This is an optimization exercise on Yosys and OpenROAD, whose aim is small area, a short achievable clock period and few clock cycles, not a production implementation.
In this exercise RTL edits were held to simulation tests only and were not proved equivalent to the original.
Power figures rest on the tool's default switching activity, not on a simulated workload.

$ cat flow/flow/run.sh
#!/bin/bash
set -euo pipefail
KNOBS=()
while IFS= read -r line; do
  [[ -z "$line" || "$line" == \#* ]] && continue
  KNOBS+=("$line")
done < flow/knobs.txt
bash standard.sh "${KNOBS[@]}" finish > standard_flow.log 2>&1
$ cat flow/flow/knobs.txt
SETUP_SLACK_MARGIN=14
$ cat flow/standard.sh
#!/bin/bash
# synth_recipe.tcl (not shown) runs the flow's synth.tcl, then flattens the netlist and writes it again
# the make line also repeats each setting of config.mk as NAME=value (left out here)
make -C /OpenROAD-flow-scripts/flow DESIGN_CONFIG=/design/flow/config.mk WORK_HOME=/design/flow/orfs CLKGATE_MAP_FILE= SYNTH_SCRIPT=/design/flow/synth_recipe.tcl "${@:-finish}"
$ cat flow/config.mk
export PLATFORM = sky130hd
export DESIGN_NAME = ARM
export DESIGN_NICKNAME = ARM
export VERILOG_FILES = /design/flow/design.v
export SDC_FILE = /design/flow/constraint.sdc
export NUM_CORES = 4
export LEC_CHECK = 0
export CAP_MARGIN = 20
export CORE_MARGIN = 2
export CORE_UTILIZATION = 40
export SLEW_MARGIN = 20
export SYNTH_HIERARCHICAL = 1
$ cat flow/constraint.sdc
create_clock -name core_clock -period 20.0 [get_ports {clk}]
set_input_delay 4.0000 -clock core_clock [delete_from_list [all_inputs] [get_ports {clk}]]
set_output_delay 4.0000 -clock core_clock [all_outputs]
set_load 0.01 [all_outputs]
$ cat flow/design.v
module add32(a, b, ci, s, co);
    input  [31:0] a, b;
    input  ci;
    output [31:0] s;
    output co;
    assign {co, s} = {1'b0, a} + {1'b0, b} + {32'd0, ci};
endmodule
module add8p1(a, b, s, co);
    input  [7:0] a, b;
    output [7:0] s;
    output co;
    assign {co, s} = {1'b0, a} + {1'b0, b} + 9'd1;
endmodule
module pick_taken(ok_f, ok_b, cond, back, br, near, taken);
    input  [15:0] ok_f, ok_b;
    input  [3:0] cond;
    input  back, br, near;
    output taken;
    wire [15:0] ok = back ? ok_b : ok_f;
    assign taken = br & near & ok[cond];
endmodule
module ARM(clk, rst, inst_addr, inst_data, data_addr, data_wdata, data_we, data_re, data_rdata);
    input clk, rst;
    output [31:0] inst_addr;
    input  [31:0] inst_data;
    output [31:0] data_addr, data_wdata;
    output data_we, data_re;
    input  [31:0] data_rdata;
    reg [31:0] pc;
    reg [31:0] ir;
    reg        e_v, e_pred;
    reg [3:0]  ra2;               
    reg [14:0] sa_rf, sb_rf;      
    reg        sa_pc, sb_pc;      
    reg        sa_fw, sb_fw;      
    reg        sa_k, sb_k;        
    reg        sb_im;             
    reg [4:0]  ramt;              
    reg        fZr, zsel, fC, fN, fV;
    reg [31:0] m_res, m_wd;
    reg [3:0]  m_dst;
    reg        m_wb, m_ld, m_st;
    reg [14:0] rv;                
    wire [31:0] wb_val = m_ld ? data_rdata : m_res;
    wire [14:0] we;
    wire [31:0] rf_q [0:14];
    genvar gi;
    generate
        for (gi = 0; gi < 15; gi = gi + 1) begin : g_rf
            reg [31:0] r;
            assign we[gi] = m_wb & (m_dst == gi);
            always @(posedge clk)
                if (we[gi]) r <= wb_val;
            assign rf_q[gi] = r;
        end
    endgenerate
    function [31:0] rd_port;
        input [14:0] s;
        input spc, sfw, sk;
        input [3:0] idx;
        input [31:0] pcv, fwv;
        integer k;
        begin
            rd_port = ({32{spc}} & pcv) | ({32{sfw}} & fwv) | {28'd0, {4{sk}} & idx};
            for (k = 0; k < 15; k = k + 1)
                rd_port = rd_port | ({32{s[k]}} & rf_q[k]);
        end
    endfunction
    wire [3:0] cond = ir[31:28];
    wire is_dp  = ir[27:26] == 2'b00;
    wire is_mem = ir[27:26] == 2'b01;
    wire is_br  = ir[27:26] == 2'b10;
    wire I      = ir[25];
    wire [3:0] opc = ir[24:21];
    wire S      = ir[20];
    wire [3:0] rn = ir[19:16];
    wire [3:0] rd = ir[15:12];
    wire is_ld  = is_mem & ir[20];
    wire is_st  = is_mem & ~ir[20];
    wire op_and = opc == 4'b0000, op_eor = opc == 4'b0001, op_sub = opc == 4'b0010,
         op_add = opc == 4'b0100, op_adc = opc == 4'b0101, op_sbc = opc == 4'b0110,
         op_tst = opc == 4'b1000, op_cmp = opc == 4'b1010, op_orr = opc == 4'b1100,
         op_mov = opc == 4'b1101, op_mvn = opc == 4'b1111;
    wire dp_wb   = is_dp & (op_and | op_eor | op_sub | op_add | op_adc | op_sbc | op_orr | op_mov | op_mvn);
    wire uses_rn = is_mem | (is_dp & ~op_mov & ~op_mvn);
    wire uses_rm = is_dp & ~I & ~ir[4];
    wire fZ = zsel ? ~|m_res : fZr;
    function cond_pass;
        input [3:0] c;
        input z, cy, n, v;
        begin
            case (c)
                4'd0:  cond_pass = z;
                4'd1:  cond_pass = ~z;
                4'd2:  cond_pass = cy;
                4'd3:  cond_pass = ~cy;
                4'd4:  cond_pass = n;
                4'd5:  cond_pass = ~n;
                4'd6:  cond_pass = v;
                4'd7:  cond_pass = ~v;
                4'd8:  cond_pass = cy & ~z;
                4'd9:  cond_pass = ~cy | z;
                4'd10: cond_pass = n == v;
                4'd11: cond_pass = n != v;
                4'd12: cond_pass = ~z & (n == v);
                4'd13: cond_pass = z | (n != v);
                4'd14: cond_pass = 1'b1;
                default: cond_pass = 1'b0;
            endcase
        end
    endfunction
    wire cond_ok = cond_pass(cond, fZ, fC, fN, fV);
    wire stall = e_v & m_ld & ((uses_rn & (rn == m_dst)) | (uses_rm & (ra2 == m_dst)));
    wire [31:0] val_a = rd_port(sa_rf, sa_pc, sa_fw, sa_k, rn,  pc, m_res);
    wire [31:0] val_b = rd_port(sb_rf, sb_pc, sb_fw, sb_k, ra2, pc, m_res) | {24'd0, {8{sb_im}} & ir[7:0]};
    wire [31:0] st_data = (m_ld & (m_dst == ra2)) ? data_rdata : val_b;
    wire [4:0] sh   = ir[11:7];
    wire [1:0] styp = ir[6:5];
    wire [31:0] rin = val_b;
    wire [63:0] rdbl = {rin, rin} >> ramt;
    wire [31:0] rot = rdbl[31:0];
    wire [31:0] ones = 32'hFFFFFFFF;
    wire [31:0] hi_m = ~(ones >> sh);           
    wire [31:0] lo_m = ~(ones << sh);           
    wire [31:0] keep = (I | styp == 2'b11) ? ones : (styp == 2'b00) ? ~lo_m : ~hi_m;
    wire [31:0] fill = (~I & styp == 2'b10) ? hi_m : 32'd0;
    wire [31:0] shifted = (rot & keep) | (fill & {32{val_b[31]}});
    wire [31:0] op2 = is_mem ? {{20{ir[11]}}, ir[11:0]} :
                      (~I & ir[4]) ? 32'd0 : shifted;
    wire sub  = is_dp & (op_sub | op_sbc | op_cmp);
    wire arith = is_mem | (is_dp & (op_sub | op_sbc | op_cmp | op_add | op_adc));
    wire cin  = (is_dp & (op_adc | op_sbc)) ? fC : sub;
    wire [31:0] bx = op2 ^ {32{sub}};
    wire [32:0] sum;
    add32 alu_add(.a(val_a), .b(bx), .ci(cin), .s(sum[31:0]), .co(sum[32]));
    reg [31:0] logic_res;
    always @(*) begin
        case (opc)
            4'b0000, 4'b1000: logic_res = val_a & op2;
            4'b0001:          logic_res = val_a ^ op2;
            4'b1100:          logic_res = val_a | op2;
            4'b1101:          logic_res = op2;
            4'b1111:          logic_res = ~op2;
            default:          logic_res = 32'd0;
        endcase
    end
    wire [31:0] res = arith ? sum[31:0] : logic_res;
    wire nC = arith & (sum[32] ^ sub);
    wire nV = arith & (val_a[31] == bx[31]) & (sum[31] != val_a[31]);
    wire nN = res[31];
    wire exec    = e_v & cond_ok & ~stall;
    wire setf    = exec & is_dp & S;
    wire e_wr    = exec & (dp_wb | is_ld);
    wire mispred = e_v & is_br & (cond_ok != e_pred);
    wire [31:0] e_off = {{6{ir[23]}}, ir[23:0], 2'b00};
    wire [31:0] e_fix = pc + (e_off ^ {32{e_pred}}) + {31'd0, e_pred};
    wire [21:0] pc_hi    = pc[31:10];
    wire [21:0] pc_hi_p1 = pc_hi + 22'd1;
    wire [8:0]  lo_inc   = {1'b0, pc[9:2]} + 9'd1;
    wire [31:0] seq      = {lo_inc[8] ? pc_hi_p1 : pc_hi, lo_inc[7:0], 2'b00};
    wire [8:0]  lo_tgt;
    add8p1 tgt_add(.a(pc[9:2]), .b(inst_data[7:0]), .s(lo_tgt[7:0]), .co(lo_tgt[8]));
    wire f_off_pos = ~|inst_data[23:8];
    wire f_off_neg = &inst_data[23:8];
    wire f_near = ~lo_inc[8] & ((f_off_pos & ~lo_tgt[8]) | (f_off_neg & lo_tgt[8]));
    wire [31:0] nx = stall ? ir : inst_data;
    wire nx_st = nx[27:26] == 2'b01 && !nx[20];
    wire [3:0] nx_a = nx[19:16];
    wire [3:0] nx_b = nx_st ? nx[15:12] : nx[3:0];
    wire [14:0] rv_n = rv | we;
    wire [15:0] rv16 = {1'b1, rv_n};
    wire fw_a = e_wr & (rd == nx_a);
    wire nx_imm = nx[27:26] == 2'b00 && nx[25];
    wire fw_b = e_wr & (rd == nx_b) & ~nx_imm;
    wire [4:0] nx_sh = nx[11:7];
    wire [4:0] nx_ramt = nx[25] ? {nx[11:8], 1'b0} : (nx[6:5] == 2'b00) ? (5'd0 - nx_sh) : nx_sh;
    wire f_br = inst_data[27:26] == 2'b10;
    wire [3:0] f_cond = inst_data[31:28];
    wire f_pend = e_v & is_dp & S & cond_ok;
    reg [15:0] ok_f, ok_b;
    integer c;
    always @(*)
        for (c = 0; c < 16; c = c + 1) begin
            ok_f[c] = f_pend ? (c == 14) : cond_pass(c, fZ, fC, fN, fV);
            ok_b[c] = f_pend ? (c != 15) : cond_pass(c, fZ, fC, fN, fV);
        end
    wire f_taken;
    pick_taken pt(.ok_f(ok_f), .ok_b(ok_b), .cond(f_cond), .back(inst_data[23]), .br(f_br),
                  .near(f_near), .taken(f_taken));
    wire [31:0] pc_other = mispred ? e_fix : stall ? pc : seq;
    wire f_follow = f_taken & ~mispred & ~stall;
    assign inst_addr  = pc;
    assign data_addr  = m_res;
    assign data_wdata = m_wd;
    assign data_we    = m_st;
    assign data_re    = m_ld;
    integer k;
    always @(posedge clk or posedge rst) begin
        if (rst) begin
            pc <= 32'd0;
            e_v <= 1'b0;
            fZr <= 1'b0; zsel <= 1'b0; fC <= 1'b0; fN <= 1'b0; fV <= 1'b0;
            m_wb <= 1'b0; m_ld <= 1'b0; m_st <= 1'b0;
            rv <= 15'd0;
        end else begin
            pc[31:10] <= pc_other[31:10];
            pc[9:0]   <= f_follow ? {lo_tgt[7:0], 2'b00} : pc_other[9:0];
            if (mispred) e_v <= 1'b0;
            else if (!stall) e_v <= 1'b1;
            if (setf) begin
                zsel <= 1'b1; fC <= nC; fN <= nN; fV <= nV;
            end else if (zsel) begin
                zsel <= 1'b0; fZr <= ~|m_res;
            end
            m_wb <= e_wr;
            m_ld <= exec & is_ld;
            m_st <= exec & is_st;
            rv <= rv_n;
        end
    end
    always @(posedge clk) begin
        if (!stall) begin
            ir  <= inst_data;
            e_pred <= f_taken;
        end
        ra2 <= nx_b;
        ramt <= nx_ramt;
        for (k = 0; k < 15; k = k + 1) begin
            sa_rf[k] <= (nx_a == k) & rv_n[k] & ~fw_a;
            sb_rf[k] <= (nx_b == k) & rv_n[k] & ~fw_b & ~nx_imm;
        end
        sa_pc <= nx_a == 4'd15;
        sb_pc <= (nx_b == 4'd15) & ~nx_imm;
        sb_im <= nx_imm;
        sa_fw <= fw_a & (nx_a != 4'd15);
        sb_fw <= fw_b & (nx_b != 4'd15);
        sa_k  <= ~rv16[nx_a] & ~fw_a;
        sb_k  <= ~rv16[nx_b] & ~fw_b & ~nx_imm;
        m_res <= res;
        m_wd  <= st_data;
        m_dst <= rd;
    end
endmodule
==> impl_metrics.yaml, run 1 <==
route:
  first_iter_violations: 7268
  drc: 0
  drt_wl_total_um: 194700
  drtAntennaViolNets: 0
  wl_per_cell_um: 35.40
  routed-via-count: 38083
  via_per_inst: 6.923
  firstDrtPassIters: 10
worst_setup_path:
  r2r-start: "sb_rf[5]$_DFF_P_"
  crit_type: "input pin to flop"
  worstPathMaxFanout: 9
  start_kind: "input pin"
  worstPathRequired_ps: 20520
  cp-end-kind: "flop"
  ff2ff_path_depth: 24
  reg2reg_to: "fV$_DFFE_PP0P_"
  cp_data_arrival_time_ps: 6550
  ff2ff_setup_slack_ps: 14060
synthesis:
  yosys_warnings: 7
  ys_ff_latch: 683
  ys_async_sr_fraction_pct: 8.199
  yosys_most_used_dff: "edfxtp_1"
  synthesis.area_um2: 40180
  ys_seq_area_share_pct: 46.93
  synth_cell_types: 106
  avgSynthCellArea_um2: 10.25
  synth_cells: 3920
  synth_edf_count: 490
final_layout:
  nets: 4338
  area_growth_pct: 19.42
  drive_gt1_share_pct: 15.94
  final_cells: 5501
  final_design_area_no_fill_um2: 47990
  num-fill-cells: 9170
sta:
  finalMaxSlewViolations: 0
  fmax_mhz: 165.9
  finalHoldViolations: 0
  fin_crit_ps: 6029
  rsz0062_at_grt: "yes"
  worst_pin_slew_ps: 1032
  fin_skew_ps: 50.04
  fin_crit_sh_pct: 30.15
  slew_headroom_pct: 31.20
  fin_setup_tns_ps: 0
  setup_viol: 0
floorplanning:
  die_width_um: 321.0
  fp.dieH_um: 321.0
  dieArea_um2: 103000
  io_pins: 164
  initial_core_util_pct: 40.24
  core.rowCount: 116
  core_area_um2: 99860
clock_tree:
  cts.reportedPaths.clkPinSlew_ps: 60
  hold_buffers: 0
  cts_max_level: 3
  cts_sinks: 683
  clkLatencyLatePin_ps: 690
  tritoncts: "built"
  clock_path_buffers: 3
  cts-root-buf: "clkbuf_16"
  cts_buffers: 79
placed_design:
  place_area_um2: 43560
  hpwl_um: 122600
  place_inst: 5269
  gp_congestion: 1.043
  port_buffers: 163
hold_path:
  hold_class: "flop to flop"
  hold_path_depth: 2
  holdCritStartpoint: "rv[8]$_DFF_PP0_"
  whs_endpoint: "rv[8]$_DFF_PP0_"
global_routing:
  grt_usage_pct: 36.21
  grt_max_degree: 63
  grt_antenna_before_repair: 9
  grt_pass1_vias: 35253
  grt_first_pass_wirelength_um: 266000
  grt_overflow: 0
power_and_ir_drop:
  p_per_area_nw_per_um2: 104.9
  peakVddDrop_mv: 0.06939
  leakagePower_nw: 17.73
  p_total_mw: 5.035
run_status:
  status: "complete, no violations"
job:
  cap_viol_max_count: 0
## registers in the layout, indices dropped and copies added, names as in the netlist, 4 cells and up
name,cells
g_rf.r,480
ir,32
m_dst,4
m_res,32
m_wd,32
pc,32
ra2,4
ramt,5
rv,15
sa_rf,15
sb_rf,15
## final cells by class
cell class / instances / area [um^2] / area share [%]
inverters: 157 / 605.6 / 1.262
repair buffers: 382 / 3757 / 7.830
flip-flops and latches: 683 / 18940 / 39.47
clock buffers: 105 / 2197 / 4.579
clock inverters: 43 / 374.1 / 0.7796
diodes: 5 / 12.51 / 0.02607
well taps: 1298 / 1624 / 3.384
multi-input cells: 2828 / 20480 / 42.67
## where the power goes
| group | switching (mW) | total, mW | internal [mW] | leakage, nW |
|---|---|---|---|---|
| registers | 0.139 | 1.80 | 1.66 | 6.36 |
| clock network | 0.632 | 1.45 | 0.820 | 1.25 |
| logic | 1.13 | 1.79 | 0.660 | 10.1 |
## per-module statistics from Yosys, one instance, submodules excluded
module,flip-flops and latches,cells
ARM,683,3621
add32,0,237
add8p1,0,43
pick_taken,0,19
## metrics by stage
stage / hold slack [ps] / worst slack, ps / utilization [%]
floorplan: 329.0 / 13460 / -
finish: 509.9 / 13970 / 48.06
CTS: 509.9 / 13870 / 46.79
detailed placement: 496.2 / 12240 / 43.63
global placement: 480.8 / 12230 / 43.62
global route: 530.6 / 13850 / 48.04
## metal layers
metal | GRT usage [%] | wire, um | vias up
met5 | 0 | 46 | -
met4 | 22.19 | 15010 | 6
met3 | 12.82 | 29830 | 727
met1 | 46.51 | 70680 | 18405
met2 | 52.02 | 79140 | 3263
li1 | - | - | 15682
## cell families (layout without fill, tap and decap cells)
logic type                 after synthesis  count (layout)  share of synthesized area, %
DFF                                    683             683                         46.93
xor gates and xnor gates               169             169                         3.736
buffers and inverters                  411             687                         4.294
and+or+nand+nor                       1126            1126                         13.39
AOI/OAI and AO/OA                     1256            1256                         22.79
muxes                                  132             132                         4.400
adders and majority gates              141             141                         4.446
other                                    2               9                       0.01869
## worst max-delay path, cell delays in order
cell,delay [ps]
clkdlybuf4s15_1,490
mux4_1,630
mux2_2,310
o311ai_4,250
a211oi_4,80
buf_4,170
buf_6,120
buf_6,110
a21oi_1,110
nor2_1,50
a21oi_1,140
a21oi_1,80
## layout by cell type (no fill, tap or decap), types with 29 or more instances in the layout
cell type	instances
dfxtp_1	103
edfxtp_1	490
a222oi_1	54
clkbuf_16	87
dfrtp_1	43
and3_1	54
nor2_1	239
buf_4	168
and2_1	36
inv_1	148
nand2_1	362
a31oi_1	52
nand4_1	60
a22o_1	77
a22oi_1	349
ha_1	126
nor4_1	34
clkdlybuf4s50_1	151
xnor2_1	89
a221oi_1	98
mux2_2	44
o211ai_1	29
a21oi_1	167
o22ai_1	35
mux2i_1	55
nand3_1	106
o21ai_0	136
xor2_1	73
a21o_1	34
nor3_1	67
## worst max-delay path by stage
stage	startpoint	to	slack (ps)	cells past startpoint
global route	inst_data[0]	pc[3]$_DFFE_PP0P_	13850	19
finish	inst_data[23]	pc[6]$_DFFE_PP0P_	13970	12
CTS	sb_rf[11]$_DFF_P_	fV$_DFFE_PP0P_	13870	23
global placement	inst_data[0]	pc[8]$_DFFE_PP0P_	12230	19
detailed placement	inst_data[0]	pc[8]$_DFFE_PP0P_	12240	19
floorplan	inst_data[0]	pc[3]$_DFFE_PP0P_	13460	18
## repair_timing
| action | 4_1_cts | 5_1_grt |
|---|---|---|
| setup endpoints to repair | 61 | 39 |
| gates resized for setup | 137 | 138 |
| cloned | 2 | 6 |
| setup buffers | 14 | 57 |
| pin swaps | 14 | 35 |
| hold endpoints to repair | 0 | 0 |
## Yosys cell counts (34+ instances only)
cell type | n | area [um^2]
mux2i_1 | 57 | 570.6
xor2_1 | 73 | 639.4
a31oi_1 | 56 | 350.3
clkbuf_1 | 174 | 653.1
o21ai_0 | 147 | 735.7
nor4_1 | 44 | 275.3
buf_2 | 38 | 190.2
a222oi_1 | 54 | 540.5
inv_1 | 151 | 566.8
ha_1 | 138 | 1727
nand2_1 | 370 | 1389
nand3_1 | 106 | 530.5
nand4_1 | 60 | 375.4
edfxtp_1 | 490 | 14710
dfxtp_1 | 137 | 2743
nor3_1 | 77 | 385.4
o22ai_1 | 36 | 225.2
and2_1 | 40 | 250.2
a22oi_1 | 353 | 2650
and3_1 | 58 | 362.9
nor2_1 | 256 | 960.9
dfrtp_1 | 56 | 1401
mux2_2 | 45 | 506.7
a21o_1 | 34 | 255.2
a22o_1 | 77 | 674.4
a21oi_1 | 176 | 880.8
a221oi_1 | 105 | 919.6
xnor2_1 | 94 | 823.3
Testbench counts, summed over its fixed seeds: cycles 81,948.
==> run 2, diff against run 1 <==
==> flow/flow/knobs.txt (replaced) <==
SETUP_SLACK_MARGIN=14
BUFFER_PORTS_ARGS=-buffer_cell sky130_fd_sc_hd__buf_2
--- a/flow/config.mk
+++ b/flow/config.mk
@@ -9,4 +9,5 @@
 export CORE_MARGIN = 2
 export CORE_UTILIZATION = 40
+export CTS_BUF_LIST = sky130_fd_sc_hd__clkbuf_8
 export SLEW_MARGIN = 20
 export SYNTH_HIERARCHICAL = 1
==> run 2 against run 1 <==
Net effect: utilization down 1.3 points; critical path depth down 10; worst hold slack better by 5.2 ps; non-clock buffer count down 32; synthesized cell count unchanged; final cell count up 0.96%; clock power down 8%; sequential share of layout area up 1.1 points; via count up 0.79%; highest routed layer unchanged.
==> impl_metrics.yaml, run 2 <==
final_layout:
  area_growth_pct: 16.18
  largest-register: "g_rf.r"
  nets: 4344
  drive_gt1_share_pct: 19.22
  layout_common_cells: "490 x edfxtp_1, 364 x nand2_1, 353 x a22oi_1"
  final_common_cell: "edfxtp_1"
  largest_reg_flops: 480
  final_cells: 5554
clock_tree:
  clock_path_buffers: 3
  tritoncts: "built"
  cts-root-buf: "clkbuf_8"
  cts_max_level: 3
  hold_buffers: 0
  cts.reportedPaths.clkPinSlew_ps: 60
  cts_buffers: 116
  cts_sinks: 683
  clkLatencyLatePin_ps: 830
worst_setup_path:
  ff2ff_path_depth: 23
  ff2ff_setup_slack_ps: 14010
  cp-end-kind: "primary output"
  start_kind: "flop"
  worstPathRequired_ps: 16000
  r2r-start: "sb_fw$_DFF_P_"
  worstPathMaxFanout: 8
  reg2reg_to: "fV$_DFFE_PP0P_"
  cp-endpoint: "inst_addr[22]"
  crit_start: "pc[22]$_DFFE_PP0P_"
  crit_type: "flop to primary output"
  cp_data_arrival_time_ps: 2070
sta:
  fin_crit_ps: 6071
  slew_headroom_pct: 29.92
  worst_pin_slew_ps: 1022
  final.setup.worst_slack_ps: 13930
  finalHoldViolations: 0
  fin_skew_ps: 56.14
  fin_crit_sh_pct: 30.35
  rsz0062_at_grt: "yes"
  fin_setup_tns_ps: 0
  fmax_mhz: 164.7
  setup_viol: 0
  finalMaxSlewViolations: 0
route:
  first_iter_violations: 6789
  via_per_inst: 6.911
  drtAntennaViolNets: 0
  drc: 0
  routed-via-count: 38383
  firstDrtPassIters: 12
  drt_wl_total_um: 194000
  wl_per_cell_um: 34.93
power_and_ir_drop:
  peakVddDrop_mv: 0.06142
  p_per_area_nw_per_um2: 103.0
  leakagePower_nw: 17.83
synthesis:
  yosys_warnings: 7
  synth_edf_count: 490
  ys_async_sr_fraction_pct: 8.199
  ys_top_cells_by_count: "490 x edfxtp_1, 370 x nand2_1, 353 x a22oi_1, 256 x nor2_1, 176 x a21oi_1"
  yosys_most_used_dff: "edfxtp_1"
  synth_area_leaders: "edfxtp_1 37%, dfxtp_1 6.8%, a22oi_1 6.6%"
  synth_cells: 3920
  ys_ff_latch: 683
  yosys.area.top_type: "edfxtp_1"
  synth_cell_types: 106
  ys_seq_area_share_pct: 46.93
  synth_top_area_share_pct: 36.62
  synthesis.area_um2: 40180
  avgSynthCellArea_um2: 10.25
  yosys.cell_count.top_type: "edfxtp_1"
floorplanning:
  io_pins: 164
  core_area_um2: 99860
  fp.dieH_um: 321.0
  die_width_um: 321.0
  initial_core_util_pct: 40.24
  core.rowCount: 116
  dieArea_um2: 103000
global_routing:
  grt_antenna_before_repair: 6
  grt_pass1_vias: 35528
  grt_first_pass_wirelength_um: 264200
  grt_max_degree: 63
  grt_usage_pct: 35.81
  grt_overflow: 0
placed_design:
  port_buffers: 163
  place_inst: 5261
  gp_congestion: 1.062
  hpwl_um: 121300
  pre_cts_ws_ps: 12740
hold_path:
  hold_class: "flop to flop"
job:
  cap_viol_max_count: 0
run_status:
  status: "complete, no violations"
run 2: through the flow:
step / util (%) / total power [mW] / hold WS (ps) / instance area [um^2]
after global routing: 46.72 / 4.959 / 542.2 / 46650
after detailed placement: 42.76 / 3.351 / 487.0 / 42690
after global placement: 42.76 / 3.347 / 485.8 / 42690
final: 46.75 / 4.809 / 515.1 / 46680
after floorplan: - / 2.697 / 329.0 / 40230
after CTS: 45.65 / 4.686 / 503.0 / 45590
run 2: cells by family after synthesis:
logic type | after synthesis | share of synthesized area, %
XOR/XNOR | 169 | 3.736
AO/OA/AOI/OAI | 1256 | 22.79
adder cells (fa/ha/maj) | 141 | 4.446
multiplexers | 132 | 4.400
flip-flops | 683 | 46.93
other | 2 | 0.01869
AND/OR/NAND/NOR | 1126 | 13.39
buffers and inverters | 411 | 4.294
run 2: worst max-delay path, stage by stage, from the launching register on:
cell,delay [ps]
dfrtp_1,730
buf_4,370
buf_2,180
run 2: timing repair:
item / CTS / global route
endpoints found under the hold margin: 0 / 0
resized for setup: 76 / 122
endpoints found under the setup margin: 36 / 27
setup buffers: 9 / 36
pin swaps: 10 / 28
cloned: 2 / 9
run 2: per-layer routing:
layer  track usage (%)  up-vias  wire [um]
met5                 0        -         38
met4             22.54        6      15340
met3             14.00      834      29260
met2             51.03     3241      78580
met1             45.24    18548      70760
li1                  -    15754          -
run 2: modules after synthesis, one instance, submodules excluded:
module | area (um^2) | flip-flops and latches
ARM | 37780 | 683
add32 | 1752 | 0
add8p1 | 346.6 | 0
pick_taken | 300.3 | 0
run 2: worst min path at each step:
stage | depth (start not counted) | end | startpoint
final | 2 | rv[8]$_DFF_PP0_ | rv[8]$_DFF_PP0_
after global routing | 2 | rv[8]$_DFF_PP0_ | rv[8]$_DFF_PP0_
after CTS | 2 | rv[8]$_DFF_PP0_ | rv[8]$_DFF_PP0_
after detailed placement | 2 | rv[8]$_DFF_PP0_ | rv[8]$_DFF_PP0_
after global placement | 2 | rv[8]$_DFF_PP0_ | rv[8]$_DFF_PP0_
after floorplan | 0 | m_dst[0]$_DFF_P_ | ir[12]$_DFF_P_
run 2: where the power goes:
part,switching [mW],total [mW],internal [mW]
registers,0.143,1.80,1.65
logic,1.10,1.68,0.578
clock network,0.634,1.33,0.697
run 2: final cells by class:
cell class	count	area (um^2)
Multi-Input combinational cell	2828	20340
Clock inverter	88	598.1
Fill cell	9290	53170
Timing Repair inverter	1	5.005
Antenna cell	15	37.54
Inverter	157	613.1
Clock buffer	134	1844
Sequential cell	683	18920
Tap cell	1298	1624
Timing Repair Buffer	350	2703
==> run 3, diff against run 2 <==
--- a/flow/config.mk
+++ b/flow/config.mk
@@ -8,6 +8,6 @@
 export CAP_MARGIN = 20
 export CORE_MARGIN = 2
-export CORE_UTILIZATION = 40
-export CTS_BUF_LIST = sky130_fd_sc_hd__clkbuf_8
+export CORE_UTILIZATION = 50
+export CTS_BUF_LIST = sky130_fd_sc_hd__clkbuf_4
 export SLEW_MARGIN = 20
 export SYNTH_HIERARCHICAL = 1
==> run 3 against run 2 <==
Net effect: still clean on timing, DRC and antenna; power fell by 0.94%; global-route usage grew 9.9 points; clock power shrank 4%; clock skew is 38 ps higher; utilization increased by 11 points; wire length is 0.19% higher; critical endpoint is now data_addr[10].
==> impl_metrics.yaml, run 3 <==
run_status:
  status: "complete, no violations"
placed_design:
  hpwl_um: 123700
  port_buffers: 163
  gp_congestion: 1.028
synthesis:
  synth_area_leaders: "edfxtp_1 37%, dfxtp_1 6.8%, a22oi_1 6.6%"
  yosys_most_used_dff: "edfxtp_1"
  avgSynthCellArea_um2: 10.25
  ys_async_sr_fraction_pct: 8.199
  synth_top_area_share_pct: 36.62
  synth_edf_count: 490
  ys_seq_area_share_pct: 46.93
  yosys.area.top_type: "edfxtp_1"
  synth_cells: 3920
  ys_ff_latch: 683
  yosys.cell_count.top_type: "edfxtp_1"
  synth_cell_types: 106
  ys_top_cells_by_count: "490 x edfxtp_1, 370 x nand2_1, 353 x a22oi_1, 256 x nor2_1, 176 x a21oi_1"
  yosys_warnings: 7
  synthesis.area_um2: 40180
worst_setup_path:
  cp_data_arrival_time_ps: 2080
  ff2ff_setup_slack_ps: 13920
  worstPathRequired_ps: 16000
  worstPathMaxFanout: 5
  r2r-start: "sb_rf[2]$_DFF_P_"
  cp-end-kind: "primary output"
  ff2ff_path_depth: 24
  start_kind: "flop"
  crit_type: "flop to primary output"
  reg2reg_to: "fV$_DFFE_PP0P_"
route:
  drc: 0
  wl_per_cell_um: 35.92
  drtAntennaViolNets: 0
  first_iter_violations: 6890
  firstDrtPassIters: 9
  routed-via-count: 39145
  drt_wl_total_um: 194300
  via_per_inst: 7.236
floorplanning:
  core_area_um2: 79260
  core.rowCount: 103
  initial_core_util_pct: 50.70
  die_width_um: 287.5
  dieArea_um2: 82650
  io_pins: 164
  fp.dieH_um: 287.5
final_layout:
  nets: 4402
  final_common_cell: "edfxtp_1"
  drive_gt1_share_pct: 21.27
  largest_reg_flops: 480
  num-fill-cells: 6951
  fin_util_pct: 58.14
  largest-register: "g_rf.r"
  area_growth_pct: 14.68
  layout_common_cells: "490 x edfxtp_1, 362 x nand2_1, 352 x a22oi_1"
sta:
  slew_headroom_pct: 23.76
  fin_crit_ps: 6083
  rsz0062_at_grt: "yes"
  fin_skew_ps: 93.86
  finalHoldViolations: 0
  fin_setup_tns_ps: 0
  fmax_mhz: 164.4
  setup_viol: 0
  fin_crit_sh_pct: 30.41
  finalMaxSlewViolations: 0
  worst_pin_slew_ps: 1142
clock_tree:
  cts.reportedPaths.clkPinSlew_ps: 70
  cts-root-buf: "clkbuf_4"
  cts_sinks: 683
  cts_max_level: 4
  cts_buffers: 180
  clock_path_buffers: 3
  clkLatencyLatePin_ps: 1150
  tritoncts: "built"
global_routing:
  grt_pass1_vias: 36254
  grt_max_degree: 63
  grt_first_pass_wirelength_um: 267500
  grt_antenna_before_repair: 9
  grt_usage_pct: 45.70
  grt_overflow: 0
hold_path:
  whs_endpoint: "m_dst[1]$_DFF_P_"
  hold_path_depth: 0
  holdCritStartpoint: "ir[13]$_DFF_P_"
  hold_class: "flop to flop"
job:
  cap_viol_max_count: 0
power_and_ir_drop:
  p_per_area_nw_per_um2: 103.4
  peakVddDrop_mv: 0.08950
  leakagePower_nw: 17.70
## run 3: cell types whose count changed in the layout (fill, tap and decap cells not counted), moves of 7 or more
| cell | previous run | this run |
|---|---|---|
| clkbuf_4 | 0 | 259 |
| clkbuf_8 | 134 | 0 |
| inv_1 | 184 | 148 |
| clkinv_1 | 12 | 47 |
| buf_6 | 2 | 13 |
| buf_12 | 23 | 13 |
| dfrtp_1 | 54 | 44 |
| dfrtp_2 | 2 | 12 |
| buf_4 | 152 | 144 |
| clkinv_2 | 26 | 19 |
| dfxtp_2 | 26 | 33 |
## run 3: report_power, final
part	total (mW)	leakage [nW]	internal, mW	switching, mW
clock network	1.28	1.41	0.633	0.647
registers	1.77	6.36	1.66	0.117
logic	1.71	9.93	0.581	1.13
## run 3: cell type report
cell class / instances / area [um^2] / share of cell area, %
timing repair buffer: 344 / 2561 / 5.558
multi-input combinational: 2828 / 20240 / 43.93
clock buffer: 259 / 1944 / 4.219
sequential: 683 / 18940 / 41.10
timing repair inverter: 1 / 5.005 / 0.01086
antenna: 11 / 27.53 / 0.05973
inverter: 157 / 605.6 / 1.314
tap: 1050 / 1314 / 2.851
clock inverter: 77 / 439.2 / 0.9530
## run 3: cell families (layout without fill, tap and decap cells)
group | Yosys count | in the layout | share of synthesized area [%]
and+or+nand+nor | 1126 | 1126 | 13.39
buffers and inverters | 411 | 838 | 4.294
xor gates and xnor gates | 169 | 169 | 3.736
muxes | 132 | 132 | 4.400
DFF | 683 | 683 | 46.93
other | 2 | 15 | 0.01869
AOI/OAI and AO/OA | 1256 | 1256 | 22.79
adders and majority gates | 141 | 141 | 4.446
## run 3: critical path: stages, from the launching register on
cell     delay [ps]
dfxtp_2         530
buf_6           290
buf_2           180
## run 3: what timing repair did
action                                  in CTS  in global routing
endpoints found under the setup margin      47                 28
gates resized for setup                    100                 90
hold endpoints to repair                     0                  0
cloned                                       1                  6
hold buffers                                 0                  0
setup buffers                               18                 20
pin swaps                                   10                 18
## run 3: modules after synthesis (local to each module, per instance)
| module | cells inside | area [um^2] | times used | flops+latches |
|---|---|---|---|---|
| pick_taken | 19 | 300.3 | 1 | 0 |
| add8p1 | 43 | 346.6 | 1 | 0 |
| add32 | 237 | 1752 | 1 | 0 |
| ARM | 3621 | 37780 | 1 | 683 |
## run 3: stage by stage
stage	power, mW	cell area [um^2]	setup slack, ps	hold slack (ps)	std cells
4_1_cts	4.658	45390	13920	525.2	5373
5_1_grt	4.929	46070	13770	555.1	5406
6_report	4.764	46080	13920	526.8	5410
2_1_floorplan	2.697	40230	13460	329.0	3922
3_3_place_gp	3.360	42430	12780	506.2	5018
3_5_place_dp	3.357	42430	12770	506.2	5018
## run 3: metal layers
metal | vias to the layer above | GRT usage [%] | wire length (um)
met4 | 4 | 27.32 | 14400
met5 | - | 1.802 | 20
met3 | 856 | 17.97 | 31750
met2 | 3569 | 63.95 | 77990
met1 | 18775 | 59.29 | 70180
li1 | 15941 | - | -
## run 3: worst max path at each step
| stage | start | end | slack [ps] | cells past startpoint |
|---|---|---|---|---|
| 2_1_floorplan | inst_data[0] | pc[3]$_DFFE_PP0P_ | 13460 | 18 |
| 3_5_place_dp | inst_data[0] | pc[8]$_DFFE_PP0P_ | 12770 | 19 |
| 4_1_cts | sb_rf[6]$_DFF_P_ | fV$_DFFE_PP0P_ | 13920 | 25 |
| 6_report | m_res[10]$_DFF_P_ | data_addr[10] | 13920 | 2 |
| 5_1_grt | sb_rf[0]$_DFF_P_ | fV$_DFFE_PP0P_ | 13770 | 24 |
| 3_3_place_gp | inst_data[0] | pc[8]$_DFFE_PP0P_ | 12780 | 19 |
==> run 4, diff against run 3 <==
--- a/flow/design.v
+++ b/flow/design.v
@@ -154,5 +154,6 @@
     wire mispred = e_v & is_br & (cond_ok != e_pred);
     wire [31:0] e_off = {{6{ir[23]}}, ir[23:0], 2'b00};
-    wire [31:0] e_fix = pc + (e_off ^ {32{e_pred}}) + {31'd0, e_pred};
+    wire [31:0] e_fix = pc + (stall ? 32'hFFFFFFFC : (e_off ^ {32{e_pred}})) + {31'd0, e_pred & ~stall};
+    wire redirect = mispred | stall;
     wire [21:0] pc_hi    = pc[31:10];
     wire [21:0] pc_hi_p1 = pc_hi + 22'd1;
@@ -164,5 +165,5 @@
     wire f_off_neg = &inst_data[23:8];
     wire f_near = ~lo_inc[8] & ((f_off_pos & ~lo_tgt[8]) | (f_off_neg & lo_tgt[8]));
-    wire [31:0] nx = stall ? ir : inst_data;
+    wire [31:0] nx = inst_data;
     wire nx_st = nx[27:26] == 2'b01 && !nx[20];
     wire [3:0] nx_a = nx[19:16];
@@ -188,6 +189,6 @@
     pick_taken pt(.ok_f(ok_f), .ok_b(ok_b), .cond(f_cond), .back(inst_data[23]), .br(f_br),
                   .near(f_near), .taken(f_taken));
-    wire [31:0] pc_other = mispred ? e_fix : stall ? pc : seq;
-    wire f_follow = f_taken & ~mispred & ~stall;
+    wire [31:0] pc_other = redirect ? e_fix : seq;
+    wire f_follow = f_taken & ~redirect;
     assign inst_addr  = pc;
     assign data_addr  = m_res;
@@ -206,6 +207,5 @@
             pc[31:10] <= pc_other[31:10];
             pc[9:0]   <= f_follow ? {lo_tgt[7:0], 2'b00} : pc_other[9:0];
-            if (mispred) e_v <= 1'b0;
-            else if (!stall) e_v <= 1'b1;
+            e_v <= ~redirect;
             if (setf) begin
                 zsel <= 1'b1; fC <= nC; fN <= nN; fV <= nV;
@@ -220,8 +220,6 @@
     end
     always @(posedge clk) begin
-        if (!stall) begin
-            ir  <= inst_data;
-            e_pred <= f_taken;
-        end
+        ir  <= inst_data;
+        e_pred <= f_taken;
         ra2 <= nx_b;
         ramt <= nx_ramt;
--- a/flow/config.mk
+++ b/flow/config.mk
@@ -8,6 +8,7 @@
 export CAP_MARGIN = 20
 export CORE_MARGIN = 2
-export CORE_UTILIZATION = 50
-export CTS_BUF_LIST = sky130_fd_sc_hd__clkbuf_4
+export CORE_UTILIZATION = 40
+export CTS_BUF_LIST = sky130_fd_sc_hd__clkbuf_8
 export SLEW_MARGIN = 20
 export SYNTH_HIERARCHICAL = 1
+export TNS_END_PERCENT = 10
==> run 4 against run 3 <==
Net effect: still clean on timing, DRC and antenna; clock power up 6%; clock skew down 16 ps; die area is 19% higher; final cell count decreased by 7.6%; worst hold slack worse by 35 ps; sequential share of layout area up 2.0 points; power decreased by 4.8%; sequential power is essentially flat; register-to-register slack lost 20 ps; count of clock-buffer cells in the layout is 113 lower; first-iteration DRC count decreased by 20%; combinational power decreased by 16%; critical path type is now flop to flop.
==> impl_metrics.yaml, run 4 <==
clock_tree:
  tritoncts: "built"
  hold_buffers: 0
  clock_path_buffers: 3
  cts_sinks: 683
  clkLatencyLatePin_ps: 840
  cts_buffers: 115
  cts_max_level: 3
  cts-root-buf: "clkbuf_8"
  cts.reportedPaths.clkPinSlew_ps: 70
final_layout:
  largest_reg_flops: 480
  final_design_area_no_fill_um2: 43650
  final_common_cell: "edfxtp_1"
  nets: 3833
  area_growth_pct: 14.22
  num-fill-cells: 8718
  largest-register: "g_rf.r"
  layout_common_cells: "480 x edfxtp_1, 303 x a22oi_1, 283 x nand2_1"
  drive_gt1_share_pct: 19.69
sta:
  setup_viol: 0
  finalHoldViolations: 0
  fin_skew_ps: 77.78
  rsz0062_at_grt: "yes"
  fmax_mhz: 163.9
  fin_crit_ps: 6100
  fin_setup_tns_ps: 0
  worst_pin_slew_ps: 1013
  finalMaxSlewViolations: 0
  fin_crit_sh_pct: 30.50
  final.setup.worst_slack_ps: 13900
  slew_headroom_pct: 32.39
route:
  routed-via-count: 34012
  wl_met3_um: 25420
  first_iter_violations: 5493
  drt_wl_total_um: 171200
  wl_met2_um: 71780
  wl_per_cell_um: 34.24
  firstDrtPassIters: 9
  drc: 0
  via_per_inst: 6.801
  wl_met1_um: 61390
  drtAntennaViolNets: 0
  highest_layer: "met5"
global_routing:
  grt_overflow: 0
  grt_max_degree: 63
  grt_antenna_before_repair: 14
  grt_usage_pct: 33.80
  grt_pass1_vias: 31774
  grt_first_pass_wirelength_um: 237400
power_and_ir_drop:
  peakVddDrop_mv: 0.05712
  p_per_area_nw_per_um2: 103.9
  p_total_mw: 4.537
  leakagePower_nw: 16.49
worst_setup_path:
  worstPathMaxFanout: 32
  crit_start: "sb_rf[10]$_DFF_P_"
  r2r-start: "sb_rf[10]$_DFF_P_"
  worstPathRequired_ps: 20680
  slowest_stage: "mux4_2"
  crit_type: "flop to flop"
  cp_data_arrival_time_ps: 6780
  start_kind: "flop"
  cpPeakStageDelay_ps: 620
  reg2reg_to: "fC$_DFFE_PP0P_"
  ff2ff_path_depth: 21
  cp-end-kind: "flop"
  ff2ff_setup_slack_ps: 13900
  crit_chain: "buf_4, a22o_1, a221oi_1, and4_1, nand2_1, mux4_2, mux4_2, and3_1, a211o_1, xnor2_1, ha_1, nand3_1, nor3_1, o21ai_1, o2111ai_2, o21ai_2, o21a_4, o21ai_2, xnor2_1, nand3_1, o21ai_0"
placed_design:
  pre_cts_ws_ps: 12950
  gp_congestion: 1.000
  port_buffers: 163
  hpwl_um: 105500
  place_area_um2: 40720
synthesis:
  synth_cell_types: 95
  ys_seq_area_share_pct: 49.08
  yosys_warnings: 7
  synth_top_area_share_pct: 37.71
  synth_edf_count: 480
  ys_ff_latch: 683
  ys_async_sr_fraction_pct: 8.199
  yosys_most_used_dff: "edfxtp_1"
  ys_top_cells_by_count: "480 x edfxtp_1, 303 x a22oi_1, 286 x nand2_1, 204 x nor2_1, 159 x clkbuf_1"
  avgSynthCellArea_um2: 11.12
  synth_cells: 3438
  yosys.area.top_type: "edfxtp_1"
  yosys.cell_count.top_type: "edfxtp_1"
  synth_area_leaders: "edfxtp_1 38%, dfxtp_1 7.7%, a22oi_1 6.0%"
  synthesis.area_um2: 38220
run_status:
  status: "complete, no violations"
floorplanning:
  fp.dieH_um: 313.1
  core_area_um2: 94870
  initial_core_util_pct: 40.28
  core.rowCount: 113
  die_width_um: 313.1
  io_pins: 164
  dieArea_um2: 98030
hold_path:
  whs_endpoint: "m_dst[1]$_DFF_P_"
  hold_class: "flop to flop"
  hold_path_depth: 0
  holdCritStartpoint: "ir[13]$_DFF_P_"
job:
  cap_viol_max_count: 0
## run 4: layout make-up
| class | instances | area (um^2) | share of cell area [%] |
|---|---|---|---|
| flip-flops and latches | 683 | 18790 | 43.05 |
| multi-input cells | 2388 | 18270 | 41.86 |
| clock buffers | 146 | 2009 | 4.603 |
| repair buffers | 296 | 1923 | 4.406 |
| well taps | 1265 | 1583 | 3.626 |
| inverters | 144 | 553.0 | 1.267 |
| clock inverters | 71 | 496.7 | 1.138 |
| diodes | 8 | 20.02 | 0.04586 |
## run 4: where the power goes
group | switching [mW] | internal [mW]
sequential | 0.109 | 1.63
combinational | 0.931 | 0.506
clock | 0.621 | 0.735
total | 1.66 | 2.88
## run 4: cells by family after synthesis
| logic type | after synthesis | synth area share, % |
|---|---|---|
| other | 2 | 0.01965 |
| AOI/OAI and AO/OA | 1050 | 20.89 |
| and+or+nand+nor | 864 | 10.70 |
| adders and majority gates | 139 | 4.629 |
| xor gates and xnor gates | 168 | 3.870 |
| muxes | 163 | 6.633 |
| buffers and inverters | 369 | 4.181 |
| DFF | 683 | 49.08 |
## run 4: metal layers
metal  up-vias  GRT usage (%)
met2      2813          49.75
li1      13924              -
met1     16602          42.79
met5         -         0.2901
met3       667          11.82
met4         6          20.19
## run 4: how the worst max path moves through the flow
stage / endpoint / slack (ps) / depth (start not counted)
floorplan: pc[3]$_DFF_PP0_ / 13690 / 15
global placement: pc[4]$_DFF_PP0_ / 12950 / 16
detailed placement: pc[6]$_DFF_PP0_ / 12950 / 16
CTS: fV$_DFFE_PP0P_ / 13960 / 19
global route: fC$_DFFE_PP0P_ / 13720 / 21
finish: fC$_DFFE_PP0P_ / 13900 / 21
## run 4: repair_timing
action                                  in CTS  in global routing
gates cloned                                 0                  1
setup buffers                                4                  2
endpoints found under the hold margin        0                  0
endpoints found under the setup margin      34                 39
gates resized for setup                     51                 26
pin swaps                                    5                  8
## run 4: critical path: cells and delay by family (launching register included)
family,cells,cell delay (ps)
XOR/XNOR,2,320
buffers and inverters,1,330
AO/OA/AOI/OAI,9,2030
adder cells (fa/ha/maj),1,380
flip-flops,1,310
AND/OR/NAND/NOR,6,1400
multiplexers,2,1160
## run 4: per-module statistics from Yosys, one instance, submodules excluded
module	flops+latches	cell area, um^2	cells inside	times used
ARM	683	35820	3139	1
add32	0	1752	237	1
add8p1	0	346.6	43	1
pick_taken	0	300.3	19	1
## run 4: metrics by stage
| step | std cells | util, % | hold WS [ps] |
|---|---|---|---|
| final | 5001 | 46.01 | 491.6 |
| after global routing | 4996 | 46.00 | 493.4 |
| after CTS | 4990 | 45.82 | 500.3 |
| after detailed placement | 4769 | 42.93 | 481.1 |
| after global placement | 4769 | 42.93 | 478.7 |
| after floorplan | 3440 | - | 397.4 |
Testbench counts of run 4, summed over its fixed seeds: cycles 82,314.
==> run 5, diff against run 4 <==
==> flow/flow/knobs.txt (replaced) <==
SETUP_SLACK_MARGIN=13.7
BUFFER_PORTS_ARGS=-buffer_cell sky130_fd_sc_hd__buf_2
--- a/flow/config.mk
+++ b/flow/config.mk
@@ -12,3 +12,2 @@
 export SLEW_MARGIN = 20
 export SYNTH_HIERARCHICAL = 1
-export TNS_END_PERCENT = 10
==> run 5 against run 4 <==
Net effect: first-iteration DRC count rose by 0.22%; combinational power about the same; final cell count shrank 0.16%; global-route usage is 0.071 points lower; critical path depth down 1; count of clock-buffer cells in the layout unchanged; worst setup slack worse by 60 ps; non-clock buffer count fell by 5; final area down 0.31%; sequential power barely moved; clock skew down 0.88 ps; worst hold slack got worse by 7.2 ps; critical endpoint is now fV$_DFFE_PP0P_.
==> impl_metrics.yaml, run 5 <==
run_status:
  status: "complete, no violations"
clock_tree:
  cts_buffers: 115
  cts-root-buf: "clkbuf_8"
  cts_max_level: 3
  clock_path_buffers: 3
  hold_buffers: 0
  clkLatencyLatePin_ps: 850
  tritoncts: "built"
  cts_sinks: 683
  cts.reportedPaths.clkPinSlew_ps: 70
sta:
  fin_hold_ws_ps: 484.4
  finalHoldViolations: 0
  finalMaxSlewViolations: 0
  fin_crit_ps: 6161
  worst_pin_slew_ps: 1239
  fin_crit_sh_pct: 30.80
  fmax_mhz: 162.3
  slew_headroom_pct: 16.66
  rsz0062_at_grt: "yes"
  fin_skew_ps: 76.90
  fin_setup_tns_ps: 0
  setup_viol: 0
route:
  firstDrtPassIters: 10
  via_per_inst: 6.812
  wl_per_cell_um: 34.18
  drtAntennaViolNets: 0
  routed-via-count: 34014
  drc: 0
  first_iter_violations: 5505
  drt_wl_total_um: 170700
job:
  cap_viol_max_count: 0
worst_setup_path:
  r2r-start: "sb_rf[12]$_DFF_P_"
  cp_data_arrival_time_ps: 6840
  worstPathRequired_ps: 20680
  start_kind: "flop"
  cp-end-kind: "flop"
  reg2reg_to: "fV$_DFFE_PP0P_"
  crit_type: "flop to flop"
  ff2ff_setup_slack_ps: 13840
  worstPathMaxFanout: 17
  ff2ff_path_depth: 20
final_layout:
  final_common_cell: "edfxtp_1"
  nets: 3828
  layout_common_cells: "480 x edfxtp_1, 303 x a22oi_1, 283 x nand2_1"
  num-fill-cells: 8728
  largest-register: "g_rf.r"
  drive_gt1_share_pct: 19.34
  largest_reg_flops: 480
  final_cells: 4993
  area_growth_pct: 13.86
power_and_ir_drop:
  p_per_area_nw_per_um2: 104.0
  leakagePower_nw: 16.43
  peakVddDrop_mv: 0.05682
floorplanning:
  dieArea_um2: 98030
  fp.dieH_um: 313.1
  io_pins: 164
  die_width_um: 313.1
  core.rowCount: 113
  initial_core_util_pct: 40.28
  core_area_um2: 94870
hold_path:
  whs_endpoint: "m_dst[1]$_DFF_P_"
  hold_class: "flop to flop"
  hold_path_depth: 0
  holdCritStartpoint: "ir[13]$_DFF_P_"
placed_design:
  port_buffers: 163
  gp_congestion: 1.000
  place_inst: 4769
  hpwl_um: 105500
global_routing:
  grt_max_degree: 63
  grt_usage_pct: 33.73
  grt_overflow: 0
  grt_first_pass_wirelength_um: 236900
  grt_antenna_before_repair: 12
  grt_pass1_vias: 31717
synthesis:
  yosys.area.top_type: "edfxtp_1"
  yosys.cell_count.top_type: "edfxtp_1"
  ys_top_cells_by_count: "480 x edfxtp_1, 303 x a22oi_1, 286 x nand2_1, 204 x nor2_1, 159 x clkbuf_1"
  synth_cells: 3438
  synthesis.area_um2: 38220
  ys_seq_area_share_pct: 49.08
  synth_cell_types: 95
  ys_async_sr_fraction_pct: 8.199
  synth_edf_count: 480
  synth_area_leaders: "edfxtp_1 38%, dfxtp_1 7.7%, a22oi_1 6.0%"
  avgSynthCellArea_um2: 11.12
  yosys_most_used_dff: "edfxtp_1"
  ys_ff_latch: 683
  yosys_warnings: 7
  synth_top_area_share_pct: 37.71
[run 5: how the worst max path moves through the flow]
| stage | cells after the start | from | endpoint | slack, ps |
|---|---|---|---|---|
| 2_1_floorplan | 15 | inst_data[0] | pc[3]$_DFF_PP0_ | 13690 |
| 3_3_place_gp | 16 | inst_data[0] | pc[4]$_DFF_PP0_ | 12950 |
| 3_5_place_dp | 16 | inst_data[0] | pc[6]$_DFF_PP0_ | 12950 |
| 4_1_cts | 22 | sb_rf[4]$_DFF_P_ | fV$_DFFE_PP0P_ | 13710 |
| 5_1_grt | 22 | sb_rf[4]$_DFF_P_ | fV$_DFFE_PP0P_ | 13640 |
| 6_report | 20 | sb_rf[12]$_DFF_P_ | fV$_DFFE_PP0P_ | 13840 |
[run 5: report_power, final]
group	total (mW)	switching [mW]	internal (mW)	leakage, nW
registers	1.74	0.109	1.63	6.33
logic	1.42	0.924	0.501	8.67
clock network	1.36	0.621	0.735	1.43
total	4.52	1.65	2.87	16.4
[run 5: cell families after synthesis]
kind of cell / synth area share [%]
AO/OA/AOI/OAI: 20.89
AND/OR/NAND/NOR: 10.70
flip-flops: 49.08
buffers and inverters: 4.181
XOR/XNOR: 3.870
multiplexers: 6.633
adder cells (fa/ha/maj): 4.629
other: 0.01965
[run 5: per-stage QoR]
step	utilization [%]	power, mW	setup WS [ps]	area (um^2)
global placement	42.93	3.118	12950	40720
finish	45.87	4.524	13840	43520
floorplan	-	2.548	13690	38260
CTS	45.60	4.469	13710	43260
detailed placement	42.93	3.126	12950	40720
global route	45.86	4.668	13640	43510
[run 5: per-module statistics from Yosys, one instance, submodules excluded]
| module | flip-flops and latches | cells inside |
|---|---|---|
| ARM | 683 | 3139 |
| add32 | 0 | 237 |
| add8p1 | 0 | 43 |
| pick_taken | 0 | 19 |
[run 5: per-layer routing]
layer	GRT usage (%)	vias up	share of wire (%)
li1	-	13902	-
met1	42.63	16672	36
met2	50.04	2784	42
met3	11.83	648	15
met4	19.50	8	7.1
met5	0	-	0.029
[run 5: final cells by class]
cell class              count  area, um^2  area share [%]
inverters                 144       553.0           1.271
repair buffers            291        1842           4.232
well taps                1265        1583           3.637
clock buffers             146        2009           4.618
flip-flops and latches    683       18790           43.19
multi-input cells        2388       18230           41.89
diodes                      5       12.51         0.02875
clock inverters            71       496.7           1.141
[run 5: repair_timing]
action                     in CTS  in global routing
setup buffers                   0                  2
pin swaps                       0                  5
cloned                          0                  0
resized for setup               9                 47
setup endpoints to repair       9                 26
[run 5: critical path, cell delays in order, from the launching register on]
cell      delay, ps
dfxtp_4         480
buf_6           270
a22oi_1         160
nand2_1          70
a221oi_1        420
nand3_2         300
mux4_2          600
mux4_2          550
a211oi_2        570
xor2_1          150
ha_1            380
a21oi_1         250
o21ai_1         180
a31oi_1         180
a21boi_2        310
o21bai_1        190
a221oi_4        370
xnor2_2         180
and2_1          150
mux2i_1          70
o31ai_1         190
==> run 6, diff against run 5 <==
==> flow/flow/knobs.txt (replaced) <==
SETUP_SLACK_MARGIN=14
BUFFER_PORTS_ARGS=-buffer_cell sky130_fd_sc_hd__buf_2
--- a/flow/config.mk
+++ b/flow/config.mk
@@ -10,4 +10,5 @@
 export CORE_UTILIZATION = 40
 export CTS_BUF_LIST = sky130_fd_sc_hd__clkbuf_8
+export GPL_TIMING_DRIVEN = 1
 export SLEW_MARGIN = 20
 export SYNTH_HIERARCHICAL = 1
==> run 6 against run 5 <==
Net effect: power rose by 0.98%; final cell count rose by 0.90%; wire length rose by 0.37%; worst hold slack improved by 15 ps.
==> impl_metrics.yaml, run 6 <==
placed_design:
  hpwl_um: 105500
  place_inst: 4765
  port_buffers: 163
  pre_cts_ws_ps: 12930
  gp_congestion: 1.007
clock_tree:
  cts-root-buf: "clkbuf_8"
  cts_sinks: 683
  clkLatencyLatePin_ps: 780
  clock_path_buffers: 3
  cts_buffers: 114
  hold_buffers: 0
  tritoncts: "built"
  cts_max_level: 3
  cts.reportedPaths.clkPinSlew_ps: 70
worst_setup_path:
  slowest_stage: "dfrtp_1"
  cpPeakStageDelay_ps: 710
  worstPathMaxFanout: 8
  cp_data_arrival_time_ps: 2010
  cp_top_family: "flip-flops"
  crit_type: "flop to primary output"
  crit_buf_inv: 2
  start_kind: "flop"
  cp-end-kind: "primary output"
  crit_chain: "buf_4, buf_2"
  worstPathRequired_ps: 16000
synthesis:
  synthesis.area_um2: 38220
  yosys_warnings: 7
  ys_seq_area_share_pct: 49.08
  synth_top_area_share_pct: 37.71
  yosys.cell_count.top_type: "edfxtp_1"
  synth_cell_types: 95
  ys_async_sr_fraction_pct: 8.199
  yosys.area.top_type: "edfxtp_1"
  synth_area_leaders: "edfxtp_1 38%, dfxtp_1 7.7%, a22oi_1 6.0%"
  synth_cells: 3438
  yosys_most_used_dff: "edfxtp_1"
  synth_edf_count: 480
  avgSynthCellArea_um2: 11.12
  ys_top_cells_by_count: "480 x edfxtp_1, 303 x a22oi_1, 286 x nand2_1, 204 x nor2_1, 159 x clkbuf_1"
  ys_ff_latch: 683
final_layout:
  multiInputGateArea_um2: 18780
  largest_reg_flops: 480
  drive_gt1_share_pct: 22.23
  largest-register: "g_rf.r"
  num-fill-cells: 8631
  regArea_um2: 18800
  nets: 3875
  layout_common_cells: "480 x edfxtp_1, 303 x a22oi_1, 277 x nand2_1"
  fin_util_pct: 47.02
  final_cells: 5038
  final_common_cell: "edfxtp_1"
  area_growth_pct: 16.71
global_routing:
  grt_first_pass_wirelength_um: 235800
  grt_most_used_layer: "met2"
  grt_antenna_before_repair: 8
  grt_overflow: 0
  grt_max_degree: 63
  grt_pass1_vias: 31907
  grt_usage_pct: 33.47
  met3_usage_pct: 12.78
  use_met2_pct: 49.44
  grt_use_met1_pct: 42.12
sta:
  fin_setup_tns_ps: 0
  fin_skew_ps: 39.72
  finalHoldViolations: 0
  rsz0062_at_grt: "yes"
  slew_headroom_pct: 26.59
  setup_viol: 0
  fin_crit_ps: 6012
  fin_crit_sh_pct: 30.06
  worst_pin_slew_ps: 1092
  fmax_mhz: 166.3
  final.setup.worst_slack_ps: 13990
  finalMaxSlewViolations: 0
power_and_ir_drop:
  peakVddDrop_mv: 0.05172
  leakagePower_nw: 16.86
  p_per_area_nw_per_um2: 102.4
floorplanning:
  fp.dieH_um: 313.1
  die_width_um: 313.1
  core_area_um2: 94870
  io_pins: 164
  dieArea_um2: 98030
  initial_core_util_pct: 40.28
  core.rowCount: 113
route:
  first_iter_violations: 5456
  drc: 0
  via_per_inst: 6.766
  firstDrtPassIters: 10
  drt_wl_total_um: 171300
  drtAntennaViolNets: 0
  wl_per_cell_um: 34.00
  routed-via-count: 34087
hold_path:
  hold_class: "flop to flop"
run_status:
  status: "complete, no violations"
job:
  cap_viol_max_count: 0
[run 6: metrics by stage]
step / power [mW] / hold slack, ps / cell area (um^2)
global route: 4.712 / 509.8 / 44600
finish: 4.568 / 499.5 / 44610
CTS: 4.465 / 504.0 / 43400
detailed placement: 3.128 / 501.7 / 40700
global placement: 3.122 / 504.6 / 40700
floorplan: 2.548 / 397.4 / 38270
[run 6: per-layer routing]
metal | up-vias | routed length (um)
met1 | 16692 | 61820
met4 | 4 | 11760
li1 | 14006 | -
met2 | 2751 | 71990
met5 | - | 28
met3 | 634 | 25700
[run 6: repair_timing]
| item | 4_1_cts | 5_1_grt |
|---|---|---|
| pin swaps | 4 | 49 |
| cloned | 0 | 5 |
| gates resized for setup | 47 | 172 |
| setup endpoints to repair | 20 | 28 |
| buffers inserted | 6 | 43 |
[run 6: modules after synthesis (local to each module, per instance)]
module	flops+latches	copies in the design	cells
ARM	683	1	3139
add8p1	0	1	43
add32	0	1	237
pick_taken	0	1	19
[run 6: final cells by class]
cell class                 instances  area share, %
antenna                            3        0.01683
clock buffer                     129          3.980
clock inverter                    87          1.501
inverter                         144          1.248
multi-input combinational       2388          42.11
sequential                       683          42.15
tap                             1265          3.548
timing repair buffer             338          5.431
timing repair inverter             1        0.01122
[run 6: report_power, final]
| group | total (mW) | internal, mW | switching (mW) | leakage (nW) |
|---|---|---|---|---|
| Sequential | 1.75 | 1.63 | 0.117 | 6.33 |
| Clock | 1.34 | 0.724 | 0.619 | 1.36 |
| Combinational | 1.47 | 0.532 | 0.941 | 9.16 |
[run 6: worst paths after layout]
kind / from / end / cells after the start / slack (ps)
worst min-delay path: ir[13]$_DFF_P_ / m_dst[1]$_DFF_P_ / 0 / 500
worst max register to register: sb_rf[1]$_DFF_P_ / fN$_DFFE_PP0P_ / 19 / 14020
worst min register to register: ir[13]$_DFF_P_ / m_dst[1]$_DFF_P_ / 0 / 500
max in group asynchronous: rst / m_ld$_DFF_PP0_ / 3 / 15840
min in group asynchronous: rst / pc[30]$_DFFE_PP0P_ / 3 / 3460
worst max-delay path: pc[16]$_DFFE_PP0P_ / inst_addr[16] / 2 / 13990
[run 6: cells by family (layout without fill, tap and decap cells)]
logic type               Yosys count  after routing  share of synthesized area, %
XOR/XNOR                         168            168                         3.870
buffers and inverters            369            699                         4.181
adder cells (fa/ha/maj)          139            139                         4.629
AND/OR/NAND/NOR                  864            864                         10.70
AO/OA/AOI/OAI                   1050           1050                         20.89
flip-flops                       683            683                         49.08
multiplexers                     163            163                         6.633
other                              2              7                       0.01965
==> run 7, diff against run 6 <==
--- a/flow/config.mk
+++ b/flow/config.mk
@@ -10,5 +10,4 @@
 export CORE_UTILIZATION = 40
 export CTS_BUF_LIST = sky130_fd_sc_hd__clkbuf_8
-export GPL_TIMING_DRIVEN = 1
 export SLEW_MARGIN = 20
 export SYNTH_HIERARCHICAL = 1
==> run 7 against run 6 <==
Net effect: register-to-register slack barely moved; area after synthesis unchanged; still clean; power unchanged; largest power group unchanged; critical endpoint unchanged.
==> impl_metrics.yaml, run 7 <==
run_status:
  status: "complete, no violations"
worst_setup_path:
  worstPathMaxFanout: 8
  start_kind: "flop"
  r2r-start: "sb_rf[1]$_DFF_P_"
  cp-end-kind: "primary output"
  cp_data_arrival_time_ps: 2010
  crit_type: "flop to primary output"
  crit_buf_inv: 2
  ff2ff_path_depth: 19
  ff2ff_setup_slack_ps: 14020
  cp_top_family: "flip-flops"
  slowest_stage: "dfrtp_1"
  reg2reg_to: "fN$_DFFE_PP0P_"
  worstPathRequired_ps: 16000
  crit_chain: "buf_4, buf_2"
  cpPeakStageDelay_ps: 710
global_routing:
  grt_most_used_layer: "met2"
  grt_overflow: 0
  use_met2_pct: 49.44
  met3_usage_pct: 12.78
  grt_antenna_before_repair: 8
  grt_pass1_vias: 31907
  grt_use_met1_pct: 42.12
  grt_usage_pct: 33.47
  grt_first_pass_wirelength_um: 235800
  grt_max_degree: 63
hold_path:
  holdCritStartpoint: "ir[13]$_DFF_P_"
  hold_class: "flop to flop"
  hold_path_depth: 0
  whs_endpoint: "m_dst[1]$_DFF_P_"
clock_tree:
  cts.reportedPaths.clkPinSlew_ps: 70
  clock_path_buffers: 3
  cts_max_level: 3
  cts_sinks: 683
  cts-root-buf: "clkbuf_8"
  tritoncts: "built"
  cts_buffers: 114
  clkLatencyLatePin_ps: 780
route:
  drtAntennaViolNets: 0
  wl_per_cell_um: 34.00
  drt_wl_total_um: 171300
  firstDrtPassIters: 10
  routed-via-count: 34087
  via_per_inst: 6.766
  drc: 0
  first_iter_violations: 5456
final_layout:
  drive_gt1_share_pct: 22.23
  final_design_area_no_fill_um2: 44610
  area_growth_pct: 16.71
  final_common_cell: "edfxtp_1"
  layout_common_cells: "480 x edfxtp_1, 303 x a22oi_1, 277 x nand2_1"
  largest-register: "g_rf.r"
  final_cells: 5038
  largest_reg_flops: 480
  nets: 3875
power_and_ir_drop:
  p_int_mw: 2.891
  power.share.sequential_pct: 38.3
  clockPowerShare_pct: 29.4
  p_comb_share_pct: 32.3
  p_total_mw: 4.568
  p_sw_share_pct: 36.72
  p_switching_mw: 1.678
  leakagePower_nw: 16.86
  peakVddDrop_mv: 0.05172
  p_per_area_nw_per_um2: 102.4
sta:
  finalHoldViolations: 0
  rsz0062_at_grt: "yes"
  fin_crit_sh_pct: 30.06
  slew_headroom_pct: 26.59
  finalMaxSlewViolations: 0
  fin_crit_ps: 6012
  setup_viol: 0
  fmax_mhz: 166.3
  worst_pin_slew_ps: 1092
  fin_setup_tns_ps: 0
  fin_skew_ps: 39.72
synthesis:
  ys_ff_latch: 683
  synth_cell_types: 95
  ys_top_cells_by_count: "480 x edfxtp_1, 303 x a22oi_1, 286 x nand2_1, 204 x nor2_1, 159 x clkbuf_1"
  synth_area_leaders: "edfxtp_1 38%, dfxtp_1 7.7%, a22oi_1 6.0%"
  ys_seq_area_share_pct: 49.08
  yosys.cell_count.top_type: "edfxtp_1"
  yosys_most_used_dff: "edfxtp_1"
  yosys.area.top_type: "edfxtp_1"
  ys_async_sr_fraction_pct: 8.199
  synth_compound_gate_area_share_pct: 20.89
  synthesis.area_um2: 38220
  avgSynthCellArea_um2: 11.12
  synthMuxAreaShare_pct: 6.633
  synth_cells: 3438
  yosys_warnings: 7
  synth-xor-area-share_pct: 3.870
  synthAdderAreaFrac_pct: 4.629
  synth_top_area_share_pct: 37.71
  synth_top_family_by_area: "compound AO/OA/AOI/OAI gates"
  synth_edf_count: 480
  synthSimpleGateAreaFrac_pct: 10.70
placed_design:
  port_buffers: 163
  hpwl_um: 105500
  place_inst: 4765
  place_area_um2: 40700
  gp_congestion: 1.007
floorplanning:
  core_area_um2: 94870
  fp.dieH_um: 313.1
  io_pins: 164
  initial_core_util_pct: 40.28
  die_width_um: 313.1
  core.rowCount: 113
  dieArea_um2: 98030
job:
  cap_viol_max_count: 0
## run 7: per-stage QoR
stage          hold slack, ps  utilization [%]  setup slack, ps
4_1_cts                 504.0            45.74            13990
6_report                499.5            47.02            13990
5_1_grt                 509.8            47.01            13920
2_1_floorplan           397.4                -            13690
3_3_place_gp            504.6            42.90            12950
3_5_place_dp            501.7            42.90            12930
## run 7: layer usage
layer / wire [um] / vias up / share of wire, %
met2: 71990 / 2751 / 42
met4: 11760 / 4 / 6.9
met1: 61820 / 16692 / 36
li1: - / 14006 / -
met5: 28 / - / 0.016
met3: 25700 / 634 / 15
## run 7: timing repair
item / CTS / global route
pin swaps: 4 / 49
gates resized for setup: 47 / 172
buffers inserted: 6 / 43
hold buffers: 0 / 0
setup endpoints to repair: 20 / 28
cloned: 0 / 5
## run 7: per-module statistics from Yosys (local to each module, per instance)
module / cell area [um^2] / flops+latches
add8p1: 346.6 / 0
add32: 1752 / 0
pick_taken: 300.3 / 0
ARM: 35820 / 683
## run 7: final cells by class
| type | instances | area (um^2) |
|---|---|---|
| clock buffer | 129 | 1775 |
| fill | 8631 | 50260 |
| timing repair inverter | 1 | 5.005 |
| antenna | 3 | 7.507 |
| multi-input combinational | 2388 | 18780 |
| sequential | 683 | 18800 |
| inverter | 144 | 556.8 |
| timing repair buffer | 338 | 2422 |
| clock inverter | 87 | 669.4 |
| tap | 1265 | 1583 |
## run 7: logic make-up after synthesis
group,Yosys count
compound gates,1050
xor+xnor,168
fa+ha+maj,139
buf+inv,369
flops,683
mux,163
other cells,2
simple gates,864
## run 7: power groups by stage
stage | clock, mW | sequential [mW] | combinational, mW
2_1_floorplan | 0 | 1.76 | 0.788
3_3_place_gp | 0 | 1.77 | 1.35
3_5_place_dp | 0 | 1.77 | 1.36
4_1_cts | 1.35 | 1.74 | 1.37
5_1_grt | 1.41 | 1.75 | 1.55
6_report | 1.34 | 1.75 | 1.47
## run 7: worst max path at each step
stage                             startpoint         endpoint  slack [ps]  depth (start not counted)
after floorplan                 inst_data[0]  pc[3]$_DFF_PP0_       13690                         15
after global placement          inst_data[0]  pc[6]$_DFF_PP0_       12950                         16
after detailed placement        inst_data[0]  pc[8]$_DFF_PP0_       12930                         16
after CTS                   sb_rf[4]$_DFF_P_   fV$_DFFE_PP0P_       13990                         21
after global routing           sb_pc$_DFF_P_   fC$_DFFE_PP0P_       13920                         22
final                     pc[16]$_DFFE_PP0P_    inst_addr[16]       13990                          2
## run 7: worst reg2reg max path, delay by kind of cell (launching register included)
kind | cells | cell delay, ps
AOI/OAI and AO/OA | 9 | 2550
muxes | 4 | 1690
xor gates and xnor gates | 2 | 400
DFF | 1 | 390
and+or+nand+nor | 2 | 390
adders and majority gates | 1 | 270
buffers and inverters | 1 | 180

-- static timing again, ports no longer ideal --
No port has a modelled driver above. Below, the same layouts with a new extraction and two added sets of constraints.
Step 1 (the two cells are an assumption about what drives the block):
set clk [get_ports {clk}]
set_driving_cell -lib_cell sky130_fd_sc_hd__clkbuf_16 $clk
set_driving_cell -lib_cell sky130_fd_sc_hd__buf_2 [delete_from_list [all_inputs] $clk]
Step 2 also shifts input and output timing later by t, the mid clock arrival at the registers, as if the neighbouring blocks saw the same clock.
Slacks: ideal ports / drivers / drivers and shift; pairs: ideal ports / drivers.
run	t (ns)	slack for setup (ns)	worst setup path after step 2
run 1	0.732	13.971 / 13.934 / 13.283	input to register
run 2	0.871	13.929 / 13.864 / 13.256	input to register
run 3	1.174	13.917 / 13.849 / 13.104	input to register
run 4	0.868	13.900 / 13.900 / 13.232	input to register
run 5	0.879	13.839 / 13.827 / 13.239	input to register
run 6	0.833	13.988 / 13.920 / 13.390	input to register
run 7	0.833	13.988 / 13.920 / 13.390	input to register
After both steps setup and hold are still met in every run listed. The setup slack of run 3, which loses most, moves by -0.068 ns with the drivers and by -0.813 ns with both steps.
